From an optimization exercise on the open Yosys and OpenROAD flow, aimed at small area, a short achievable clock period and few clock cycles per item; shortcuts taken in it are not production practice.
Where RTL was checked, it was by simulation tests only, not by an equivalence proof against the original.
The RTL of runs 2 to 5 was laid out without a check of its function.

==> flow/design.v, too long to show whole: its modules and the start of the top module <==
// module multiplierIEEE754_verilog: 91 lines
// module mul24: 1596 lines
// module mul24_add: 136 lines
// module fa: 6 lines
// module hai: 6 lines
module multiplierIEEE754_verilog(
    op1,
    op2,
    in_rdy,
    res,
    res_rdy,
    clk,
    rst
    );
  // ...
==> flow/run.sh <==
#!/bin/bash
# synth_recipe.tcl (not shown) runs the flow's synth.tcl, then flattens the netlist and writes it again
# the make line also repeats each setting of config.mk as NAME=value (left out here)
make -C /OpenROAD-flow-scripts/flow DESIGN_CONFIG=/design/flow/config.mk WORK_HOME=/design/flow/orfs CLKGATE_MAP_FILE= SYNTH_SCRIPT=/design/flow/synth_recipe.tcl finish
==> flow/config.mk <==
export PLATFORM = sky130hd
export DESIGN_NAME = multiplierIEEE754_verilog
export DESIGN_NICKNAME = multiplierIEEE754_verilog
export VERILOG_FILES = /design/flow/design.v
export SDC_FILE = /design/flow/constraint.sdc
export NUM_CORES = 4
export LEC_CHECK = 0
export ABC_AREA = 1
export CAP_MARGIN = 20
export CORE_MARGIN = 2
export CORE_UTILIZATION = 40
export SLEW_MARGIN = 20
export SYNTH_HIERARCHICAL = 1
==> flow/constraint.sdc <==
create_clock -name core_clock -period 12.0 [get_ports {clk}]
set_input_delay 2.4000 -clock core_clock [delete_from_list [all_inputs] [get_ports {clk}]]
set_output_delay 2.4000 -clock core_clock [all_outputs]
set_load 0.01 [all_outputs]
==> flow_summary.json, run 1 <==
{
  "status": "finished clean",
  "fin_area_mm2": 0.0278,
  "fp.dieW_um": 245,
  "dpl_cell_area_mm2": 0.0266,
  "critPathMaxFanout": 7,
  "wl_met1_um": 35000,
  "synth_cells": 2954,
  "avgSynthCellArea_um2": 7.85,
  "die-area_mm2": 0.0599,
  "post_cts_buffers": 8,
  "synth_xor_area_share_pct": 1.51,
  "cts_buffers": 5,
  "antenna_cells": 0,
  "final_common_cell": "nand2_1",
  "first_pass_iters": 9,
  "biggestRegsByFlops": "res: 32 flops, res_rdy: 1 flops",
  "num_vias": 21900,
  "slowest_stage": "fa_1",
  "drv_slew": 0,
  "n_all_inverters": 318,
  "cp-start-kind": "input port",
  "clk_share_pct": 0.621,
  "largest_register_ffs": 32,
  "num_rows": 88,
  "ff_latch_area_um2": 666,
  "synth_ff_type": "dfxtp_1",
  "synth_cell_types": 65,
  "cp_num_buf_inv": 10,
  "synth_top_area_share_pct": 44.0,
  "async_reset_ff_share_pct": 3.03,
  "n_clock_buffer": 7,
  "post_cts_resized": 68,
  "synth_top_family_by_area": "adder cells",
  "sh_seq_area_pct": 2.39,
  "final_nets": 3952,
  "yosysMostFrequentCell": "nand2_1",
  "n_all_buffers": 471,
  "instances_no_fill": 4040,
  "grt_pass1_wl_um": 130000
}
Testbench counts, summed over its fixed seeds: cycles 6,392, items 3,200.
==> module multiplierIEEE754_verilog, before the edit <==
module multiplierIEEE754_verilog(
    op1,
    op2,
    in_rdy,
    res,
    res_rdy,
    clk,
    rst
    );
    input  wire [31:0] op1, op2;
    input  wire clk, in_rdy, rst;
    output reg  [31:0] res;
    output reg  res_rdy;
    wire [7:0]  e1 = op1[30:23];
    wire [7:0]  e2 = op2[30:23];
    wire [22:0] f1 = op1[22:0];
    wire [22:0] f2 = op2[22:0];
    wire        s1 = op1[31];
    wire        s2 = op2[31];
    wire        s  = s1 ^ s2;
    wire e1_max = &e1, e2_max = &e2;
    wire e1_0 = ~|e1, e2_0 = ~|e2;
    wire f1_0 = ~|f1, f2_0 = ~|f2;
    wire nan1 = e1_max & ~f1_0;
    wire nan2 = e2_max & ~f2_0;
    wire inf1 = e1_max & f1_0;
    wire inf2 = e2_max & f2_0;
    wire zer1 = e1_0 & f1_0;
    wire zer2 = e2_0 & f2_0;
    wire [47:0] np;
    mul24 u_mul(.a({~e1_0, f1}), .b({~e2_0, f2}), .p(np));
    wire [47:0] p = ~np;
    wire p47 = p[47];
    wire [8:0]  sum   = {1'b0, e1} + {1'b0, e2};
    wire [8:0]  t0    = sum - 9'd127;              
    wire        under = (sum < 9'd127);
    wire        dn    = e1_0 | e2_0;               
    wire        rare  = under | dn;
    wire [22:0] fd = e1_0 ? f1 : f2;
    reg  [4:0]  lead;
    integer i;
    always @(*) begin
        lead = 5'd0;
        for (i = 0; i < 23; i = i + 1)
            if (fd[i]) lead = i[4:0];
    end
    wire [4:0]  a     = dn ? lead : 5'd0;
    wire [9:0]  b     = 10'd149 - {1'b0, sum};    
    wire        extra = b[9] | ({4'd0, a} > b[8:0]);
    wire [5:0]  rsh   = extra ? {1'b0, a} : b[5:0];
    wire        flush = ~extra & (b[8:0] >= 9'd48);
    wire [48:0] pv  = {p, 1'b0};
    wire [56:0] sh5 = rsh[5] ? {32'd0, pv[48:32]} : {8'd0, pv};
    wire [40:0] sh4 = rsh[4] ? sh5[56:16] : sh5[40:0];
    wire [32:0] sh3 = rsh[3] ? sh4[40:8]  : sh4[32:0];
    wire [28:0] sh2 = rsh[2] ? sh3[32:4]  : sh3[28:0];
    wire [26:0] sh1 = rsh[1] ? sh2[28:2]  : sh2[26:0];
    wire [25:0] sh0 = rsh[0] ? sh1[26:1]  : sh1[25:0];
    wire [25:0] y   = flush ? 26'd0 : sh0;
    wire        late  = extra & ~y[25];
    wire [24:0] qr    = late ? y[24:0] : y[25:1];
    wire [7:0]  tr    = extra ? ({3'd0, a} - b[7:0] - {7'd0, late}) : 8'd0;
    wire [24:0] qn = p47 ? p[47:23] : p[46:22];
    wire [7:0]  tn = t0[7:0] + {7'd0, p47};
    wire [24:0] q  = rare ? qr : qn;
    wire [7:0]  t  = rare ? tr : tn;
    wire [24:0] mr = {1'b0, q[24:1]} + {24'd0, q[0]};
    wire [7:0]  te = t + {7'd0, mr[24]};
    reg [31:0] r;
    always @(*) begin
        if (nan1)
            r = {s1, 8'hFF, 1'b1, f1[21:0]};
        else if (nan2)
            r = {s2, 8'hFF, 1'b1, f2[21:0]};
        else if ((inf1 & zer2) | (zer1 & inf2))
            r = 32'hFFC00000;
        else if (inf1 | inf2)
            r = {s, 8'hFF, 23'd0};
        else if (zer1 | zer2 | (e1_0 & e2_0))
            r = {s, 31'd0};
        else
            r = {s, te, mr[22:0]};
    end
    always @(posedge clk)
        res <= r;
    always @(posedge clk, posedge rst)
        if (rst)
            res_rdy <= 1'b0;
        else
            res_rdy <= in_rdy;
endmodule
==> run 2, diff against run 1 <==
--- a/flow/design.v
+++ b/flow/design.v
@@ -60,16 +60,43 @@
     wire [25:0] y   = flush ? 26'd0 : sh0;
     wire        late  = extra & ~y[25];
     wire [24:0] qr    = late ? y[24:0] : y[25:1];
-    wire [7:0]  tr    = extra ? ({3'd0, a} - b[7:0] - {7'd0, late}) : 8'd0;
+    reg         pend;
+    reg  [24:0] qr_r;
+    reg  [7:0]  eb_r;
+    reg         s_r;
+    wire [7:0]  eb_p = eb_r + 8'd1;
     wire [24:0] qn = p47 ? p[47:23] : p[46:22];
-    wire [7:0]  tn = t0[7:0] + {7'd0, p47};
-    wire [24:0] q  = rare ? qr : qn;
-    wire [7:0]  t  = rare ? tr : tn;
-    wire [24:0] mr = {1'b0, q[24:1]} + {24'd0, q[0]};
-    wire [7:0]  te = t + {7'd0, mr[24]};
+    wire [24:0] q = pend ? qr_r : qn;
+    wire [24:0] c1, c2, c3, c4, c5;
+    genvar k;
+    generate
+        for (k = 0; k < 25; k = k + 1) begin : g_pre
+            assign c1[k] = (k % 2  >= 1) ? (q[k]  & q[k - k % 2 + 0]  ) : q[k];
+        end
+        for (k = 0; k < 25; k = k + 1) begin : g_pre2
+            assign c2[k] = (k % 4  >= 2) ? (c1[k] & c1[k - k % 4 + 1] ) : c1[k];
+            assign c3[k] = (k % 8  >= 4) ? (c2[k] & c2[k - k % 8 + 3] ) : c2[k];
+            assign c4[k] = (k % 16 >= 8) ? (c3[k] & c3[k - k % 16 + 7]) : c3[k];
+            assign c5[k] = (k % 32 >= 16) ? (c4[k] & c4[k - k % 32 + 15]) : c4[k];
+        end
+    endgenerate
+    wire [22:0] mr  = q[23:1] ^ c5[22:0];
+    wire        ovf = c5[24];
+    wire [7:0]  tx0  = t0[7:0];
+    wire [7:0]  tx1 = t0[7:0] + 8'd1;
+    wire [7:0]  tx2 = t0[7:0] + 8'd2;
+    wire [7:0]  ab  = {3'd0, a} - b[7:0];
+    wire [7:0]  abm = ab - 8'd1;
+    wire [7:0]  en  = (p47 & ovf) ? tx2 : ((p47 | ovf) ? tx1 : tx0);
+    wire [7:0]  eb  = ~extra ? 8'd0 : (late ? abm : ab);
+    wire [7:0]  te  = pend ? (ovf ? eb_p : eb_r) : en;
+    wire special = nan1 | nan2 | inf1 | inf2 | zer1 | zer2 | (e1_0 & e2_0);
+    wire slow    = rare & ~special;
     reg [31:0] r;
     always @(*) begin
-        if (nan1)
+        if (pend | ~special)
+            r = {pend ? s_r : s, te, mr};
+        else if (nan1)
             r = {s1, 8'hFF, 1'b1, f1[21:0]};
         else if (nan2)
             r = {s2, 8'hFF, 1'b1, f2[21:0]};
@@ -77,18 +104,23 @@
             r = 32'hFFC00000;
         else if (inf1 | inf2)
             r = {s, 8'hFF, 23'd0};
-        else if (zer1 | zer2 | (e1_0 & e2_0))
-            r = {s, 31'd0};
         else
-            r = {s, te, mr[22:0]};
+            r = {s, 31'd0};
+    end
+    always @(posedge clk) begin
+        res  <= r;
+        qr_r <= qr;
+        eb_r <= eb;
+        s_r  <= s;
     end
-    always @(posedge clk)
-        res <= r;
     always @(posedge clk, posedge rst)
-        if (rst)
+        if (rst) begin
+            pend    <= 1'b0;
             res_rdy <= 1'b0;
-        else
-            res_rdy <= in_rdy;
+        end else begin
+            pend    <= in_rdy & slow;
+            res_rdy <= (in_rdy & ~slow) | pend;
+        end
 endmodule
 module mul24(a, b, p);
     input  wire [23:0] a;
--- a/flow/config.mk
+++ b/flow/config.mk
@@ -9,5 +9,6 @@
 export CAP_MARGIN = 20
 export CORE_MARGIN = 2
 export CORE_UTILIZATION = 40
+export GPL_TIMING_DRIVEN = 0
 export SLEW_MARGIN = 20
 export SYNTH_HIERARCHICAL = 1
==> run 2 against run 1 <==
Against the previous run:
- core utilization is 3.8 points lower
- global-route usage grew 0.61 points
- still clean on timing, DRC and antenna
- first-iteration DRC count fell by 26%
- critical path type unchanged
- critical endpoint is now res[28]$_DFF_P_
- worst hold slack lost 1.7 ns
- synthesized cell count is 0.47% higher
- via count is 2.9% lower
- sequential share of layout area is 2.8 points higher
- non-clock buffer count fell by 203
- synthesized area is 2.2% higher
- die area is 2.2% higher
- wire length is 2.1% higher
==> flow_summary.json, run 2 <==
{
  "area_delta_synth_final_pct": 10.8,
  "hold_slack_ns": 0.523,
  "top_register": "res",
  "grt_pass1_vias": 22600,
  "drcViolationCount": 0,
  "worst_hold_startpoint": "s_r$_DFF_P_",
  "clk_pin_slew_ns": 0.07,
  "finClkSkew_ns": 0.0160,
  "routed_wl_um": 85700,
  "antenna_cells": 0,
  "routedWlPerCell_um": 22.2,
  "fmax_mhz": 85.9,
  "critPathMostFrequentCell": "fa_1",
  "first_pass_iters": 6,
  "vias_per_cell": 5.51,
  "setup_viol": 0,
  "overflow": 0,
  "drtIter0Drc": 1692,
  "synth_area_mm2": 0.0237,
  "slew_headroom_pct": 36.8,
  "yosysMostFrequentCell": "nand2_1",
  "io_pins": 100,
  "synth_edf_count": 0,
  "final_cell_mix": "nand2_1 (1,117), fa_1 (504), inv_1 (276)",
  "antenna_found_initial": 2,
  "initial_core_util_pct": 40.3,
  "cp-start-kind": "input port",
  "synth_area_leaders": "fa_1 (43%), nand2_1 (18%), dfxtp_1 (5.6%), buf_6 (4.9%), ha_1 (4.9%)",
  "gp_congestion": 0.981,
  "holdPathStages": 1,
  "fin_crit_ns": 11.64,
  "final_common_cell": "nand2_1",
  "synthTopCellsByCount": "nand2_1 (1,124), fa_1 (509), inv_1 (277)",
  "synth_cells": 2968,
  "crit_type": "in2reg",
  "synth_top_area_share_pct": 43.0,
  "critPathMaxFanout": 18,
  "grt_use_total_pct": 28.5,
  "critPathArrivalTime_ns": 11.88,
  "cts_buffers": 9,
  "synth_ff_type": "dfxtp_1",
  "htree_levels": 3,
  "final_nets": 3753,
  "fp.coreArea_mm2": 0.0588,
  "r2r-end": "res[28]$_DFF_P_",
  "largest_register_ffs": 32,
  "yosysWarnings": 7,
  "tightest_slew_ns": 0.948,
  "postRouteAntennaNets": 0,
  "drive_gt1_share_pct": 8.22,
  "num_vias": 21300,
  "cts.sinks": 68,
  "async_reset_ff_share_pct": 2.94,
  "ctsRootBufferMaster": "clkbuf_16",
  "ff2ff_path_depth": 24,
  "synth_cell_types": 66,
  "r2r_slack_ns": 7.62,
  "worstSetupEndpointType": "register",
  "drv_slew": 0,
  "io_buffers": 99,
  "hp-class": "reg2reg",
  "die-area_mm2": 0.0612,
  "dp_hpwl_um": 70600,
  "ys_ff_latch": 68,
  "hold_violations": 0,
  "min_to": "res[31]$_DFF_P_",
  "hold_buffers": 0,
  "die_h_um": 247,
  "maxCapViolCount": 0,
  "num_rows": 89,
  "ctsLongestPathBuffers": 2,
  "cts_tree": "done",
  "synth_top_area_cell": "fa_1",
  "clkLatencyLatePin_ns": 0.36,
  "cp.required_ns": 12.24,
  "slowest_stage": "dlygate4sd2_1",
  "grt_pass1_wl_um": 131000,
  "biggestRegsByFlops": "res: 32 flops, qr_r: 25 flops, eb_r: 8 flops",
  "finalCritPeriodShare_pct": 97.0,
  "post-route-util_pct": 44.6,
  "status": "finished clean",
  "timing.rr.start": "pend$_DFF_PP0_",
  "crit_path_max_incr_delay_ns": 0.82,
  "fp.dieW_um": 247,
  "synth_seq_area_share_pct": 5.79,
  "grt_max_degree": 19,
  "avgSynthCellArea_um2": 7.98
}
## run 2: changes by cell type after synthesis, moves of 9 or more
cell | previous run | this run
nand2_1 | 1084 | 1124
ha_1 | 101 | 92
nor2_1 | 136 | 114
nor2_2 | 12 | 3
nand4_1 | 18 | 28
a21oi_1 | 55 | 64
xor2_1 | 22 | 35
dfxtp_1 | 32 | 66
a22oi_1 | 4 | 22
buf_6 | 112 | 103
nand3_1 | 239 | 187
inv_1 | 307 | 277
## run 2: worst max path at each step
stage | slack, ns | endpoint | depth (start not counted) | from
finish | 0.36 | res[28]$_DFF_P_ | 45 | op1[7]
global route | -0.06 | res[28]$_DFF_P_ | 47 | op1[11]
CTS | 0.01 | res[28]$_DFF_P_ | 53 | op2[25]
detailed placement | -1.73 | res[28]$_DFF_P_ | 51 | op2[24]
global placement | -1.62 | res[28]$_DFF_P_ | 51 | op2[24]
floorplan | 1.20 | res[28]$_DFF_P_ | 53 | op2[23]
## run 2: cell families (layout without fill, tap and decap cells)
kind of cell / after synthesis / after routing / synth area share [%]
XOR/XNOR: 57 / 57 / 2.41
AND/OR/NAND/NOR: 1526 / 1526 / 26.5
AO/OA/AOI/OAI: 257 / 257 / 6.57
flip-flops: 68 / 68 / 5.79
other: 1 / 3 / 0.0158
adder cells (fa/ha/maj): 601 / 601 / 47.9
multiplexers: 2 / 2 / 0.0845
buffers and inverters: 456 / 576 / 10.7
## run 2: modules after synthesis (local to each module, per instance)
module,flops+latches,times used,area (µm²),cells inside
multiplierIEEE754_verilog,68,1,8090,1431
mul24,0,1,3250,673
mul24_add,0,1,2050,266
hai,0,23,27.5,5
fa,0,483,20.0,1
## run 2: cell type report
cell class,instances,area [µm²]
Fill cell,5910,32500
Multi-Input combinational cell,2446,19900
Buffer,163,1460
Sequential cell,68,1370
Inverter,292,1100
Timing Repair Buffer,105,1080
Tap cell,773,967
Clock buffer,9,225
Clock inverter,7,105
## run 2: per-layer routing
metal | global-route usage, % | up-vias | wire length (µm)
met4 | 9.51 | 4 | 3000
met2 | 47.1 | 907 | 40500
li1 | - | 9476 | -
met5 | 0.874 | - | 86
met3 | 5.69 | 158 | 6740
met1 | 37.3 | 10700 | 35300
## run 2: critical path: cells and delay by family
| family | cells | cell delay, ns |
|---|---|---|
| buffers and inverters | 8 | 1.71 |
| AND/OR/NAND/NOR | 19 | 1.91 |
| adder cells (fa/ha/maj) | 9 | 4.18 |
| AO/OA/AOI/OAI | 8 | 1.43 |
| XOR/XNOR | 1 | 0.19 |
## run 2: repair_timing
item	4_1_cts	5_1_grt
cloned	0	0
gates resized for setup	24	56
pin swaps	1	14
setup endpoints to repair	36	16
setup buffers	3	3
## run 2: through the flow
stage	worst slack (ns)	area, µm²	setup TNS, ns	cells
4_1_cts	0.0117	26000	0	3860
3_5_place_dp	-1.73	25700	-42.42	3842
3_3_place_gp	-1.62	25700	-35.54	3842
2_1_floorplan	1.20	23700	0	2970
5_1_grt	-0.0577	26300	-0.0577	3863
6_report	0.357	26300	0	3863
==> run 3, diff against run 2 <==
--- a/flow/config.mk
+++ b/flow/config.mk
@@ -9,6 +9,5 @@
 export CAP_MARGIN = 20
 export CORE_MARGIN = 2
 export CORE_UTILIZATION = 40
-export GPL_TIMING_DRIVEN = 0
 export SLEW_MARGIN = 20
 export SYNTH_HIERARCHICAL = 1
==> run 3 against run 2 <==
Against the previous run:
- still clean
- worst hold slack better by 0.023 ns
- non-clock buffer count is 50 lower
- sequential share of layout area is 0.16 points higher
- die area stayed put
==> flow_summary.json, run 3 <==
{
  "postRouteAntennaNets": 0,
  "grt_pass1_wl_um": 127000,
  "synthTopCellsByCount": "nand2_1 (1,124), fa_1 (509), inv_1 (277)",
  "maxCapViolCount": 0,
  "drive_gt1_share_pct": 6.84,
  "drv_slew": 0,
  "htree_levels": 3,
  "fin_setup_tns_ns": 0,
  "avgSynthCellArea_um2": 7.98,
  "timing.rr.start": "pend$_DFF_PP0_",
  "synth_top_family_by_area": "adder cells",
  "grt_max_degree": 61,
  "synth_compound_area_share_pct": 6.57,
  "routedWlPerCell_um": 20.9,
  "setup_viol": 0,
  "io_buffers": 99,
  "antenna_cells": 0,
  "top_register": "res",
  "num_vias": 21100,
  "routed_wl_um": 79700,
  "clkLatencyLatePin_ns": 0.37,
  "synth_ff_type": "dfxtp_1",
  "cts.sinks": 68,
  "status": "finished clean",
  "hp-class": "reg2reg",
  "die-area_mm2": 0.0612,
  "ys_ff_latch": 68,
  "synth_area_mm2": 0.0237,
  "synth_edf_count": 0,
  "overflow": 0,
  "drcViolationCount": 0,
  "grt_use_total_pct": 26.9,
  "yosys.area_share.simple_pct": 26.5,
  "fmax_mhz": 89.1,
  "vias_per_cell": 5.53,
  "cts_tree": "done",
  "gp_congestion": 0.947,
  "num_rows": 89,
  "fill_cells": 5942,
  "antenna_found_initial": 2,
  "crit_type": "in2reg",
  "ctsRootBufferMaster": "clkbuf_16",
  "synth_seq_area_share_pct": 5.79,
  "fp.dieW_um": 247,
  "final_nets": 3703,
  "post-route-util_pct": 43.3,
  "yosysWarnings": 7,
  "muxShareOfSynthArea_pct": 0.0845,
  "fp.coreArea_mm2": 0.0588,
  "hold_slack_ns": 0.546,
  "final_cell_mix": "nand2_1 (1,123), fa_1 (509), inv_1 (277)",
  "tightest_slew_ns": 1.11,
  "grt_pass1_vias": 22600,
  "slew_headroom_pct": 25.7,
  "holdPathStages": 1,
  "async_reset_ff_share_pct": 2.94,
  "clk_pin_slew_ns": 0.07,
  "io_pins": 100,
  "dp_hpwl_um": 63100,
  "first_pass_iters": 6,
  "cp-start-kind": "input port",
  "worstSetupEndpointType": "register",
  "cp.required_ns": 12.25,
  "area_delta_synth_final_pct": 7.43,
  "finClkSkew_ns": 0.0139,
  "final_common_cell": "nand2_1",
  "hold_violations": 0,
  "synth_cells": 2968,
  "synth_xor_area_share_pct": 2.41,
  "synth_top_area_cell": "fa_1",
  "ctsLongestPathBuffers": 2,
  "yosysMostFrequentCell": "nand2_1",
  "synth_area_leaders": "fa_1 (43%), nand2_1 (18%), dfxtp_1 (5.6%), buf_6 (4.9%), ha_1 (4.9%)",
  "die_h_um": 247,
  "finalCritPeriodShare_pct": 93.5,
  "ff2ff_path_depth": 20,
  "worst_hold_startpoint": "s_r$_DFF_P_",
  "slowest_stage": "clkdlybuf4s50_1",
  "crit_path_start": "op1[9]",
  "initial_core_util_pct": 40.3,
  "critPathMaxFanout": 17,
  "drtIter0Drc": 2009,
  "critPathArrivalTime_ns": 11.47,
  "post-place-cells": 3796,
  "synth-adder-area-share_pct": 47.9,
  "rsz0062_at_grt": "no",
  "instances_no_fill": 3813,
  "hold_buffers": 0,
  "cts_buffers": 9,
  "fin_crit_ns": 11.22,
  "crit_path_max_incr_delay_ns": 0.84,
  "synth_top_area_share_pct": 43.0,
  "synth_cell_types": 66,
  "biggestRegsByFlops": "res: 32 flops, qr_r: 25 flops, eb_r: 8 flops",
  "largest_register_ffs": 32
}
run 3: cell types whose count changed in the layout (fill, tap and decap cells not counted), moves of 6 or more:
cell / previous run / this run
buf_6: 105 / 1
buf_4: 14 / 116
clkdlybuf4s50_1: 66 / 99
dlymetal6s2s_1: 24 / 0
buf_2: 23 / 0
clkbuf_1: 22 / 0
dlygate4sd2_1: 9 / 0
nor2_1: 104 / 112
nand2_1: 1117 / 1123
nor2_2: 11 / 5
run 3: area by class of cell:
class | count | area, µm² | area share, %
sequential | 68 | 1370 | 5.39
tap | 773 | 967 | 3.80
multi-input combinational | 2446 | 19800 | 77.9
timing repair buffer | 218 | 1910 | 7.52
inverter | 292 | 1100 | 4.32
clock inverter | 7 | 52.6 | 0.206
clock buffer | 9 | 225 | 0.885
run 3: timing repair:
item,in CTS,in global routing
endpoints found under the setup margin,0,5
gates resized for setup,0,7
buffers inserted,0,0
run 3: critical path, delay by kind of cell:
family          cells  cell delay [ns]
fa+ha+maj           9             3.80
simple gates       18             2.04
buf+inv             8             2.02
compound gates      6             0.95
xor+xnor            1             0.25
run 3: routing by layer:
layer | wire length, µm | global-route usage, % | share of wire (%) | vias to the layer above
met2 | 37700 | 44.3 | 47 | 1036
met5 | 11 | 0 | 0.014 | -
met1 | 33100 | 36.2 | 42 | 10500
met4 | 2460 | 8.51 | 3.1 | 2
met3 | 6440 | 4.53 | 8.1 | 170
li1 | - | - | - | 9334
run 3: path summary, 6_finish.rpt:
check,slack [ns],end
worst max register to register,8.60,res[21]$_DFF_P_
worst max-delay path,0.78,res[29]$_DFF_P_
worst min register to register,0.55,res[31]$_DFF_P_
min in group asynchronous,2.20,res_rdy$_DFF_PP0_
max in group asynchronous,9.69,pend$_DFF_PP0_
worst min-delay path,0.55,res[31]$_DFF_P_
run 3: Yosys stat by module (local to each module, per instance):
module,times used,cell area [µm²],cells,flip-flops and latches
mul24,1,3250,673,0
fa,483,20.0,1,0
hai,23,27.5,5,0
mul24_add,1,2050,266,0
multiplierIEEE754_verilog,1,8090,1431,68
run 3: cells by family after synthesis:
family          Yosys count
fa+ha+maj               601
flops                    68
xor+xnor                 57
buf+inv                 456
simple gates           1526
mux                       2
compound gates          257
other cells               1
run 3: per-stage QoR:
step	setup WS [ns]	area, µm²
floorplan	1.20	23700
global placement	0.379	25100
detailed placement	0.291	25100
CTS	0.653	25400
global route	0.0270	25400
finish	0.776	25400
==> run 4, diff against run 3 <==
--- a/flow/config.mk
+++ b/flow/config.mk
@@ -9,5 +9,6 @@
 export CAP_MARGIN = 20
 export CORE_MARGIN = 2
 export CORE_UTILIZATION = 40
+export SETUP_SLACK_MARGIN = 2
 export SLEW_MARGIN = 20
 export SYNTH_HIERARCHICAL = 1
==> run 4 against run 3 <==
Against the previous run:
- still clean on timing, DRC and antenna
- non-clock buffer count up 68
- first-iteration DRC count down 0.80%
- global-route usage is 0.52 points higher
- synthesized cell count unchanged
- design area up 5.6%
- worst setup slack gained 0.72 ns
- worst hold slack better by 0.021 ns
- critical endpoint is now res[28]$_DFF_P_
- largest cell class unchanged
==> flow_summary.json, run 4 <==
{
  "die_h_um": 247,
  "crit_path_max_incr_delay_ns": 0.58,
  "synth_seq_area_share_pct": 5.79,
  "clk_pin_slew_ns": 0.07,
  "grt_pass1_wl_um": 129000,
  "timing.rr.start": "pend$_DFF_PP0_",
  "critPathMostFrequentCell": "nand2_2",
  "status": "finished clean",
  "avgSynthCellArea_um2": 7.98,
  "vias_per_cell": 5.62,
  "drtIter0Drc": 1993,
  "cts_buffers": 9,
  "area_delta_synth_final_pct": 13.5,
  "cp-start-kind": "input port",
  "hold_buffers": 0,
  "fill_cells": 5845,
  "critPathArrivalTime_ns": 10.74,
  "post-place-cells": 3785,
  "synth_edf_count": 0,
  "top_register": "res",
  "clkLatencyLatePin_ns": 0.37,
  "die-area_mm2": 0.0612,
  "drive_gt1_share_pct": 15.6,
  "cts.sinks": 68,
  "gp_congestion": 0.973,
  "postRouteAntennaNets": 0,
  "drv_slew": 0,
  "yosysMostFrequentCell": "nand2_1",
  "setup_viol": 0,
  "ff2ff_path_depth": 23,
  "maxCapViolCount": 0,
  "largest_register_ffs": 32,
  "first_pass_iters": 6,
  "hold_violations": 0,
  "r2r_slack_ns": 8.41,
  "synth_area_mm2": 0.0237,
  "routed_wl_um": 83500,
  "grt_pass1_vias": 23100,
  "fp.dieW_um": 247,
  "fin_crit_ns": 10.50,
  "synth_area_leaders": "fa_1 (43%), nand2_1 (18%), dfxtp_1 (5.6%), buf_6 (4.9%), ha_1 (4.9%)",
  "ctsRootBufferMaster": "clkbuf_16",
  "synthTopCellsByCount": "nand2_1 (1,124), fa_1 (509), inv_1 (277)",
  "tightest_slew_ns": 1.05,
  "async_reset_ff_share_pct": 2.94,
  "biggestRegsByFlops": "res: 32 flops, qr_r: 25 flops, eb_r: 8 flops",
  "synth_cells": 2968,
  "post-route-util_pct": 45.7,
  "cp.required_ns": 12.24,
  "synth_top_area_share_pct": 43.0,
  "final_common_cell": "nand2_1",
  "io_pins": 100,
  "drcViolationCount": 0,
  "finClkSkew_ns": 0.0116,
  "rsz0062_at_grt": "yes",
  "crit_type": "in2reg",
  "fp.coreArea_mm2": 0.0588,
  "finalWorstSetupSlack_ns": 1.50,
  "dp_slack_ns": 0.0572,
  "final_cell_mix": "nand2_1 (1,090), fa_1 (447), inv_1 (267)",
  "htree_levels": 3,
  "synth_top_area_cell": "fa_1",
  "grt_max_degree": 61,
  "instances_no_fill": 3884,
  "synth_ff_type": "dfxtp_1",
  "grt_use_total_pct": 27.4,
  "cts_tree": "done",
  "routedWlPerCell_um": 21.5,
  "dp_hpwl_um": 64700,
  "initial_core_util_pct": 40.3,
  "fin_setup_tns_ns": 0,
  "antenna_found_initial": 3,
  "min_to": "res[31]$_DFF_P_",
  "antenna_cells": 0,
  "hp-class": "reg2reg",
  "yosysWarnings": 7,
  "slowest_stage": "fa_1",
  "r2r-end": "res[19]$_DFF_P_",
  "worst_hold_startpoint": "s_r$_DFF_P_",
  "fmax_mhz": 95.2,
  "critPathMaxFanout": 7,
  "num_vias": 21800,
  "slew_headroom_pct": 29.8,
  "ctsLongestPathBuffers": 2,
  "io_buffers": 99,
  "num_rows": 89,
  "ys_ff_latch": 68,
  "holdPathStages": 1,
  "synth_cell_types": 66,
  "multi_input_area_mm2": 0.0206,
  "final_nets": 3774,
  "overflow": 0,
  "worstSetupEndpointType": "register",
  "finalCritPeriodShare_pct": 87.5,
  "ff_latch_area_mm2": 0.00137
}
-- run 4: cell counts after synthesis --
Identical to the previous run, type by type.
-- run 4: how the worst max path moves through the flow --
stage / endpoint / start / slack [ns]
after floorplan: res[28]$_DFF_P_ / op2[27] / 1.71
after global placement: res[28]$_DFF_P_ / op2[24] / 0.23
after detailed placement: res[28]$_DFF_P_ / op2[24] / 0.06
after CTS: res[28]$_DFF_P_ / op2[23] / 1.60
after global routing: res[29]$_DFF_P_ / op2[25] / 1.23
final: res[28]$_DFF_P_ / op2[25] / 1.50
-- run 4: cell families (layout without fill, tap and decap cells) --
family	Yosys count	count (layout)	synth area share (%)
AOI/OAI and AO/OA	257	257	6.57
xor gates and xnor gates	57	58	2.41
adders and majority gates	601	601	47.9
buffers and inverters	456	594	10.7
DFF	68	68	5.79
muxes	2	2	0.0845
other	1	3	0.0158
and+or+nand+nor	1526	1528	26.5
-- run 4: cell type report --
class / instances / share of cell area (%)
multi-input combinational: 2449 / 76.7
timing repair buffer: 286 / 9.36
sequential: 68 / 5.11
inverter: 292 / 4.13
tap: 773 / 3.60
clock buffer: 10 / 0.852
clock inverter: 6 / 0.270
-- run 4: per-stage QoR --
stage               hold slack, ns  cell area (µm²)
global route                 0.553            26900
global placement             0.534            25200
finish                       0.567            26900
CTS                          0.543            26200
floorplan                    0.438            23900
detailed placement           0.537            25200
-- run 4: critical path: cells and delay by family --
| family | cells | cell delay [ns] |
|---|---|---|
| buffers and inverters | 7 | 0.71 |
| and+or+nand+nor | 24 | 2.70 |
| xor gates and xnor gates | 1 | 0.25 |
| adders and majority gates | 9 | 3.97 |
| AOI/OAI and AO/OA | 5 | 0.68 |
-- run 4: what timing repair did --
item / in CTS / in global routing
endpoints found under the setup margin: 63 / 61
setup buffers: 46 / 32
pin swaps: 66 / 41
gates resized for setup: 194 / 159
cloned: 2 / 2
-- run 4: per-module statistics from Yosys, one instance, submodules excluded --
module	flip-flops and latches	times used	cells
mul24_add	0	1	266
fa	0	483	1
hai	0	23	5
multiplierIEEE754_verilog	68	1	1431
mul24	0	1	673
-- run 4: metal layers --
metal | wire length (µm) | GRT usage [%] | vias up
li1 | - | - | 9492
met3 | 7310 | 4.40 | 203
met4 | 3080 | 10.0 | 0
met2 | 39000 | 44.4 | 1148
met5 | 0 | 0 | -
met1 | 34100 | 37.2 | 11000
==> run 5, diff against run 4 <==
--- a/flow/config.mk
+++ b/flow/config.mk
@@ -9,6 +9,6 @@
 export CAP_MARGIN = 20
 export CORE_MARGIN = 2
 export CORE_UTILIZATION = 40
-export SETUP_SLACK_MARGIN = 2
+export SETUP_SLACK_MARGIN = 1
 export SLEW_MARGIN = 20
 export SYNTH_HIERARCHICAL = 1
==> run 5 against run 4 <==
Against the previous run:
- clock skew is 0.0041 ns higher
- die area stayed put
- sequential cell count stayed put
- critical path depth is 4 lower
- count of clock-buffer cells in the layout is 1 lower
- non-clock buffer count is 47 lower
==> flow_summary.json, run 5 <==
{
  "cp-start-kind": "input port",
  "critPathCapture": "res[29]$_DFF_P_",
  "synth_area_mm2": 0.0237,
  "biggestRegsByFlops": "res: 32 flops, qr_r: 25 flops, eb_r: 8 flops",
  "status": "finished clean",
  "maxCapViolCount": 0,
  "grt_pass1_vias": 22600,
  "async_reset_ff_share_pct": 2.94,
  "first_pass_iters": 5,
  "fin_crit_ns": 10.71,
  "yosysWarnings": 7,
  "synth_seq_area_share_pct": 5.79,
  "drcViolationCount": 0,
  "initial_core_util_pct": 40.3,
  "r2r_slack_ns": 8.57,
  "cts_tree": "done",
  "fin_setup_tns_ns": 0,
  "hold_violations": 0,
  "finalCritPeriodShare_pct": 89.2,
  "worstSetupEndpointType": "register",
  "overflow": 0,
  "grt_pass1_wl_um": 127000,
  "ff2ff_path_depth": 7,
  "crit_type": "in2reg",
  "top_register": "res",
  "slew_headroom_pct": 26.7,
  "die-area_mm2": 0.0612,
  "die_h_um": 247,
  "clkLatencyLatePin_ns": 0.37,
  "setup_viol": 0,
  "instances_no_fill": 3836,
  "critPathMaxFanout": 10,
  "ctsRootBufferMaster": "clkbuf_16",
  "drtIter0Drc": 2020,
  "fmax_mhz": 93.4,
  "gp_congestion": 0.947,
  "ctsLongestPathBuffers": 2,
  "final_common_cell": "nand2_1",
  "synth_ff_type": "dfxtp_1",
  "antenna_found_initial": 3,
  "cts_buffers": 9,
  "r2r-end": "res[5]$_DFF_P_",
  "post-place-cells": 3796,
  "multi_input_area_mm2": 0.0201,
  "finClkSkew_ns": 0.0156,
  "vias_per_cell": 5.54,
  "fill_cells": 5901,
  "htree_levels": 3,
  "io_buffers": 99,
  "cp.required_ns": 12.25,
  "drive_gt1_share_pct": 9.99,
  "synth_cells": 2968,
  "drv_slew": 0,
  "grt_max_degree": 61,
  "critPathArrivalTime_ns": 10.96,
  "holdPathStages": 1,
  "postRouteAntennaNets": 0,
  "fp.dieW_um": 247,
  "final_nets": 3725,
  "ys_ff_latch": 68,
  "timing.rr.start": "pend$_DFF_PP0_",
  "synthTopCellsByCount": "nand2_1 (1,124), fa_1 (509), inv_1 (277)",
  "num_vias": 21300,
  "area_delta_synth_final_pct": 9.81,
  "io_pins": 100,
  "synth_cell_types": 66,
  "crit_path_start": "op1[5]",
  "final_cell_mix": "nand2_1 (1,112), fa_1 (486), inv_1 (271)",
  "slowest_stage": "fa_1",
  "clk_pin_slew_ns": 0.07,
  "hp-class": "reg2reg",
  "fp.coreArea_mm2": 0.0588,
  "tightest_slew_ns": 1.10,
  "ff_latch_area_mm2": 0.00137,
  "crit_path_max_incr_delay_ns": 0.59,
  "largest_register_ffs": 32,
  "routed_wl_um": 80700,
  "synth_area_leaders": "fa_1 (43%), nand2_1 (18%), dfxtp_1 (5.6%), buf_6 (4.9%), ha_1 (4.9%)",
  "synth_top_area_cell": "fa_1",
  "synth_edf_count": 0,
  "num_rows": 89,
  "synth_top_area_share_pct": 43.0,
  "yosysMostFrequentCell": "nand2_1",
  "cts.sinks": 68,
  "grt_use_total_pct": 26.9,
  "rsz0062_at_grt": "yes",
  "routedWlPerCell_um": 21.0,
  "avgSynthCellArea_um2": 7.98,
  "dp_hpwl_um": 63100
}
-- run 5: final cells by class --
type / count / share of cell area (%)
Multi-Input combinational cell: 2447 / 77.3
Timing Repair Buffer: 239 / 8.37
Sequential cell: 68 / 5.27
Inverter: 292 / 4.23
Tap cell: 773 / 3.72
Clock buffer: 9 / 0.866
Clock inverter: 7 / 0.202
Antenna cell: 1 / 0.00962
-- run 5: layer usage --
metal | up-vias | global-route usage [%] | share of wire, %
li1 | 9385 | - | -
met2 | 1075 | 44.3 | 47
met1 | 10600 | 36.4 | 42
met3 | 177 | 4.39 | 7.9
met5 | - | 0 | 0.017
met4 | 2 | 8.45 | 3.3
-- run 5: worst min path at each step --
stage | to | start | slack (ns)
final | res[31]$_DFF_P_ | s_r$_DFF_P_ | 0.55
after global routing | res[31]$_DFF_P_ | s_r$_DFF_P_ | 0.58
after CTS | res[31]$_DFF_P_ | s_r$_DFF_P_ | 0.55
after detailed placement | res[31]$_DFF_P_ | s_r$_DFF_P_ | 0.52
after global placement | res[31]$_DFF_P_ | s_r$_DFF_P_ | 0.53
after floorplan | res[31]$_DFF_P_ | s_r$_DFF_P_ | 0.44
-- run 5: worst max-delay path, delay by kind of cell --
family / cells / cell delay (ns)
simple gates: 17 / 1.76
compound gates: 7 / 1.07
buf+inv: 7 / 1.16
fa+ha+maj: 9 / 4.20
xor+xnor: 2 / 0.36
-- run 5: timing repair --
item                                    CTS  global route
hold buffers                              0             0
gates cloned                              1             1
buffers inserted                          2            18
hold endpoints to repair                  0             0
endpoints found under the setup margin   12            34
gates resized for setup                  34           145
pin swaps                                21            73
-- run 5: per-module statistics from Yosys (local to each module, per instance) --
| module | cells | times used | flip-flops and latches |
|---|---|---|---|
| mul24_add | 266 | 1 | 0 |
| fa | 1 | 483 | 0 |
| hai | 5 | 23 | 0 |
| multiplierIEEE754_verilog | 1431 | 1 | 68 |
| mul24 | 673 | 1 | 0 |
-- run 5: logic make-up after synthesis --
family	synth area share (%)
adders and majority gates	47.9
other	0.0158
xor gates and xnor gates	2.41
buffers and inverters	10.7
and+or+nand+nor	26.5
DFF	5.79
muxes	0.0845
AOI/OAI and AO/OA	6.57
-- run 5: metrics by stage --
| step | hold WS [ns] | instance area [µm²] | utilization, % | setup slack (ns) |
|---|---|---|---|---|
| 6_report | 0.546 | 26000 | 44.2 | 1.29 |
| 5_1_grt | 0.579 | 26000 | 44.2 | 0.911 |
| 3_5_place_dp | 0.521 | 25100 | 42.7 | 0.291 |
| 2_1_floorplan | 0.438 | 23700 | - | 1.20 |
| 4_1_cts | 0.547 | 25500 | 43.5 | 1.00 |
| 3_3_place_gp | 0.525 | 25100 | 42.7 | 0.379 |

-- port drivers added, routing unchanged --
The results above use ideal ports. As a check the final layouts listed here were re-extracted and re-timed, cells and wires unchanged.
Step 1, drivers: a clkbuf_16 drives clk and a buf_2 each remaining input, both assumed.
Step 2 adds t to the input delays and takes it off the output delays; t is the mean of the earliest and latest rising clock arrival at the registers after step 1. Input paths then give back, and output paths get back, about the clock's delay inside the block.
a / b / c = ideal ports / drivers / drivers and shift; a / b = the first two.
| run | t, ns | setup WS [ns] | worst hold slack (ns) | latest minus earliest clock arrival (ns) | slew at the worst register clock pin (ns) |
|---|---|---|---|---|---|
| run 1 | 0.318 | 0.364 / 0.366 / 0.048 | 2.250 / 2.246 / 2.564 | 0.008 / 0.009 | 0.06 / 0.06 |
| run 2 | 0.392 | 0.357 / 0.380 / -0.012 | 0.523 / 0.523 / 0.523 | 0.016 / 0.016 | 0.07 / 0.07 |
| run 3 | 0.404 | 0.776 / 0.793 / 0.389 | 0.546 / 0.546 / 0.546 | 0.015 / 0.016 | 0.07 / 0.07 |
| run 4 | 0.400 | 1.496 / 1.498 / 1.098 | 0.567 / 0.567 / 0.567 | 0.012 / 0.012 | 0.07 / 0.07 |
| run 5 | 0.404 | 1.291 / 1.289 / 0.885 | 0.546 / 0.546 / 0.546 | 0.018 / 0.018 | 0.08 / 0.08 |
With both steps, setup timing fails in run 2, where it was met with ideal ports. The setup slack of run 5, which loses most, moves by -0.002 ns with the drivers and by -0.406 ns with both steps.
